This design comes from an exercise in tuning for small area on the open sky130 flow, not from production work. Function was checked by simulation only, so behaviour that the tests miss may differ from the original. Power figures rest on the tool's default switching activity, not on a simulated workload.

==> run H: inputs <==
==> flow/design.v (excerpt) <==
module Systolic_MMU_Top (
    input  wire        CLK,
    input  wire        ASYNC_RST,
    input  wire        SYNC_RST,
    input  wire        EN,
    input  wire        LOAD,
    input  wire [47:0] Inputs,
    input  wire [7:0]  ShiftAmmount,
    input  wire [7:0]  Z,
    output wire [47:0] Out
);
Settings: LEC_CHECK=0, CAP_MARGIN=20, CORE_MARGIN=2, CORE_UTILIZATION=55, CTS_BUF_LIST=sky130_fd_sc_hd__clkbuf_4, SLEW_MARGIN=20, SYNTH_HIERARCHICAL=1; clock period 12.0 ns.
run.sh (not shown) runs the stock make flow with config.mk's settings and CLKGATE_MAP_FILE= SYNTH_SCRIPT=/design/flow/synth_recipe.tcl, a recipe that flattens the netlist after the stock synthesis.
==> run C: changes against run H <==
--- a/flow/design.v
+++ b/flow/design.v
@@ -917,61 +917,43 @@
 endmodule
 module Hold_Mux (input wire q, input wire d, input wire h, input wire l, output wire y);
     assign y = (q & h) | (d & l);
 endmodule
 module Normalization (
-    input  wire [17:0] In,        
-    input  wire [4:0]  J,         
-    input  wire        T_zero,    
-    input  wire [17:0] M,         
-    input  wire        M_full,    
-    input  wire [17:0] H,         
+    input  wire [17:0] In,       
+    input  wire [5:0]  K,        
     input  wire [7:0]  Z,
     output wire [7:0]  Out
 );
-    wire [32:0] u   = {{8{In[17]}}, In, 7'd0};
-    wire [32:0] us  = u >> J;
-    wire [7:0]  tl  = T_zero ? 8'd0 : us[7:0];
-    wire z10 = ~|(In & M);
-    wire o10 = M_full & (&(In | ~M));
-    wire t18 = |(In & H);
-    wire t7  = tl[7];
-    wire [7:0] lo = {1'b0, tl[6:0]} + {1'b0, Z[6:0]};
+    wire [55:0] v = {{19{In[17]}}, In, 19'd0};
+    wire [18:0] t = v >> K;
+    wire z10 = ~|t[17:8];
+    wire o10 = &t[17:8];
+    wire t18 = t[18];
+    wire t7  = t[7];
+    wire [7:0] lo = {1'b0, t[6:0]} + {1'b0, Z[6:0]};
     wire c7  = lo[7];
     wire u7  = t7 ^ Z[7] ^ c7;
-    wire d_zero  = (Z[7] == c7);
-    wire d_plus  = c7 & ~Z[7];
+    wire d_zero = (Z[7] == c7);
+    wire d_plus = c7 & ~Z[7];
     wire d_minus = Z[7] & ~c7;
     wire in_range = (d_zero  & ((z10 & ~t18 & ~t7) | (o10 & t18 & t7))) |
                     (d_plus  & o10 & t18) |
                     (d_minus & z10 & ~t18);
     wire wrap = (d_plus & ~t18 & o10 & t7) | (d_minus & t18 & z10 & ~t7);
     wire neg = t18 ^ wrap;
     assign Out = in_range ? {u7, lo[6:0]} : (neg ? 8'h80 : 8'h7f);
 endmodule
 module Shift_Decode (
-    input  wire [7:0]  ShiftAmmount,
-    output wire [4:0]  J,
-    output wire        T_zero,
-    output wire [17:0] M,
-    output wire        M_full,
-    output wire [17:0] H
+    input  wire [7:0] ShiftAmmount,
+    output wire [5:0] K
 );
-    wire signed [7:0] s = ShiftAmmount;
-    wire [7:0] j7 = 8'd7 - ShiftAmmount;
-    assign T_zero = (s >= 8'sd8);
-    assign J      = (s <= -8'sd18) ? 5'd25 : j7[4:0];
-    assign M_full = (s <= 8'sd8);
-    genvar m;
-    generate
-        for (m = 0; m < 17; m = m + 1) begin : g_mask
-            assign M[m] = (s <= 17 - m) && (s >= 8 - m);
-            assign H[m] = (s == 18 - m);
-        end
-    endgenerate
-    assign M[17] = (s <= 8'sd0);
-    assign H[17] = (s <= 8'sd1);
+    wire       left = ~ShiftAmmount[7] & (|ShiftAmmount[6:0]);
+    wire [7:0] n    = -ShiftAmmount;                      
+    wire [5:0] kl   = (ShiftAmmount[6:0] >= 7'd19) ? 6'd0 : 6'd19 - {1'b0, ShiftAmmount[4:0]};
+    wire [5:0] kr   = (n >= 8'd18) ? 6'd37 : 6'd19 + {1'b0, n[4:0]};
+    assign K = left ? kl : kr;
 endmodule
 module Systolic_MMU_Top (
     input  wire        CLK,
     input  wire        ASYNC_RST,
     input  wire        SYNC_RST,
@@ -986,14 +968,12 @@
     wire load_s = EN & ~SYNC_RST;
     wire hold_w = ~(EN & (SYNC_RST | LOAD));         
     wire load_w = EN & ~SYNC_RST & LOAD;
     wire hold_c = ~(EN & (SYNC_RST | ~LOAD));        
     wire load_c = EN & ~SYNC_RST & ~LOAD;
-    wire [4:0]  nj;
-    wire        nt_zero, nm_full;
-    wire [17:0] nm, nh;
-    Shift_Decode shift_decode (.ShiftAmmount(ShiftAmmount), .J(nj), .T_zero(nt_zero), .M(nm), .M_full(nm_full), .H(nh));
+    wire [5:0] shift_k;
+    Shift_Decode shift_decode (.ShiftAmmount(ShiftAmmount), .K(shift_k));
     reg  [7:0] sk_0_0;
     wire [7:0] sk_0_0_d;
     Hold_Mux sk_0_0_m [7:0] (.q(sk_0_0), .d(Inputs[7:0]), .h(hold_s), .l(load_s), .y(sk_0_0_d));
     always @(posedge CLK or negedge ASYNC_RST)
         if (~ASYNC_RST) sk_0_0 <= 8'd0;
@@ -1872,11 +1852,11 @@
     wire [17:0] d_0_5_d;
     Hold_Mux d_0_5_m [17:0] (.q(d_0_5), .d(d_0_4), .h(hold_s), .l(load_s), .y(d_0_5_d));
     always @(posedge CLK or negedge ASYNC_RST)
         if (~ASYNC_RST) d_0_5 <= 18'd0;
         else d_0_5 <= d_0_5_d;
-    Normalization norm_0 (.In(d_0_5), .J(nj), .T_zero(nt_zero), .M(nm), .M_full(nm_full), .H(nh), .Z(Z), .Out(Out[7:0]));
+    Normalization norm_0 (.In(d_0_5), .K(shift_k), .Z(Z), .Out(Out[7:0]));
     reg  [17:0] d_1_0;
     wire [17:0] d_1_0_d;
     Hold_Mux d_1_0_m [17:0] (.q(d_1_0), .d(p_5_1), .h(hold_s), .l(load_s), .y(d_1_0_d));
     always @(posedge CLK or negedge ASYNC_RST)
         if (~ASYNC_RST) d_1_0 <= 18'd0;
@@ -1903,11 +1883,11 @@
     wire [17:0] d_1_4_d;
     Hold_Mux d_1_4_m [17:0] (.q(d_1_4), .d(d_1_3), .h(hold_s), .l(load_s), .y(d_1_4_d));
     always @(posedge CLK or negedge ASYNC_RST)
         if (~ASYNC_RST) d_1_4 <= 18'd0;
         else d_1_4 <= d_1_4_d;
-    Normalization norm_1 (.In(d_1_4), .J(nj), .T_zero(nt_zero), .M(nm), .M_full(nm_full), .H(nh), .Z(Z), .Out(Out[15:8]));
+    Normalization norm_1 (.In(d_1_4), .K(shift_k), .Z(Z), .Out(Out[15:8]));
     reg  [17:0] d_2_0;
     wire [17:0] d_2_0_d;
     Hold_Mux d_2_0_m [17:0] (.q(d_2_0), .d(p_5_2), .h(hold_s), .l(load_s), .y(d_2_0_d));
     always @(posedge CLK or negedge ASYNC_RST)
         if (~ASYNC_RST) d_2_0 <= 18'd0;
@@ -1928,11 +1908,11 @@
     wire [17:0] d_2_3_d;
     Hold_Mux d_2_3_m [17:0] (.q(d_2_3), .d(d_2_2), .h(hold_s), .l(load_s), .y(d_2_3_d));
     always @(posedge CLK or negedge ASYNC_RST)
         if (~ASYNC_RST) d_2_3 <= 18'd0;
         else d_2_3 <= d_2_3_d;
-    Normalization norm_2 (.In(d_2_3), .J(nj), .T_zero(nt_zero), .M(nm), .M_full(nm_full), .H(nh), .Z(Z), .Out(Out[23:16]));
+    Normalization norm_2 (.In(d_2_3), .K(shift_k), .Z(Z), .Out(Out[23:16]));
     reg  [17:0] d_3_0;
     wire [17:0] d_3_0_d;
     Hold_Mux d_3_0_m [17:0] (.q(d_3_0), .d(p_5_3), .h(hold_s), .l(load_s), .y(d_3_0_d));
     always @(posedge CLK or negedge ASYNC_RST)
         if (~ASYNC_RST) d_3_0 <= 18'd0;
@@ -1947,11 +1927,11 @@
     wire [17:0] d_3_2_d;
     Hold_Mux d_3_2_m [17:0] (.q(d_3_2), .d(d_3_1), .h(hold_s), .l(load_s), .y(d_3_2_d));
     always @(posedge CLK or negedge ASYNC_RST)
         if (~ASYNC_RST) d_3_2 <= 18'd0;
         else d_3_2 <= d_3_2_d;
-    Normalization norm_3 (.In(d_3_2), .J(nj), .T_zero(nt_zero), .M(nm), .M_full(nm_full), .H(nh), .Z(Z), .Out(Out[31:24]));
+    Normalization norm_3 (.In(d_3_2), .K(shift_k), .Z(Z), .Out(Out[31:24]));
     reg  [17:0] d_4_0;
     wire [17:0] d_4_0_d;
     Hold_Mux d_4_0_m [17:0] (.q(d_4_0), .d(p_5_4), .h(hold_s), .l(load_s), .y(d_4_0_d));
     always @(posedge CLK or negedge ASYNC_RST)
         if (~ASYNC_RST) d_4_0 <= 18'd0;
@@ -1960,14 +1940,14 @@
     wire [17:0] d_4_1_d;
     Hold_Mux d_4_1_m [17:0] (.q(d_4_1), .d(d_4_0), .h(hold_s), .l(load_s), .y(d_4_1_d));
     always @(posedge CLK or negedge ASYNC_RST)
         if (~ASYNC_RST) d_4_1 <= 18'd0;
         else d_4_1 <= d_4_1_d;
-    Normalization norm_4 (.In(d_4_1), .J(nj), .T_zero(nt_zero), .M(nm), .M_full(nm_full), .H(nh), .Z(Z), .Out(Out[39:32]));
+    Normalization norm_4 (.In(d_4_1), .K(shift_k), .Z(Z), .Out(Out[39:32]));
     reg  [17:0] d_5_0;
     wire [17:0] d_5_0_d;
     Hold_Mux d_5_0_m [17:0] (.q(d_5_0), .d(p_5_5), .h(hold_s), .l(load_s), .y(d_5_0_d));
     always @(posedge CLK or negedge ASYNC_RST)
         if (~ASYNC_RST) d_5_0 <= 18'd0;
         else d_5_0 <= d_5_0_d;
-    Normalization norm_5 (.In(d_5_0), .J(nj), .T_zero(nt_zero), .M(nm), .M_full(nm_full), .H(nh), .Z(Z), .Out(Out[47:40]));
+    Normalization norm_5 (.In(d_5_0), .K(shift_k), .Z(Z), .Out(Out[47:40]));
 endmodule
--- a/flow/config.mk
+++ b/flow/config.mk
@@ -5,9 +5,8 @@
 export SDC_FILE = /design/flow/constraint.sdc
 export NUM_CORES = 4
 export LEC_CHECK = 0
 export CAP_MARGIN = 20
 export CORE_MARGIN = 2
-export CORE_UTILIZATION = 55
-export CTS_BUF_LIST = sky130_fd_sc_hd__clkbuf_4
+export CORE_UTILIZATION = 40
 export SLEW_MARGIN = 20
 export SYNTH_HIERARCHICAL = 1
==> notes.md <==
Of run C and run H, run H has the higher setup slack (gap 0.012 ns). Of run H and run C, run H has the higher global-route usage (gap 8.3 points). Against run C, the critical path depth of run H is lower by 3. In run C the power is higher than in run H, by 10%. Synthesized cell count: run C is larger than run H (about 4.4%). In run H the clock power is lower than in run C, by about 18%. In run H the via count is lower than in run C, by about 1.5%. In flip-flop and latch count, run H and run C do not differ. In run H the first-iteration DRC count is lower than in run C, by 1.6%.

==> afterwards: timing with drivers on the ports <==
No port has a modelled driver above. Below, the same layouts with a new extraction and two added sets of constraints. Step 1 sets driving cells, clkbuf_16 on the clock port and buf_2 on the other inputs (assumed; they add their load-dependent delay and slew). Step 2 times the ports against the registers' clock, not the clock port: input delays grow and output delays shrink by t, the midpoint of the rising clock arrivals with the driver on. a / b / c = ideal / step 1 / step 2; a / b = the first two.
run | t, ns | setup slack, ns | worst setup path after step 2 | clock arrival spread, ns | slew at the worst register clock pin (ns)
run H | 1.451 | 0.494 / 0.464 / 0.464 | input to output | 0.162 / 0.162 | 0.08 / 0.08
run C | 0.944 | 0.482 / 0.457 / 0.457 | input to output | 0.079 / 0.079 | 0.07 / 0.07
After both steps setup and hold are still met in every run listed. For run H, which loses most, drivers alone change the setup slack by -0.030 ns; drivers and shift together by -0.030 ns.
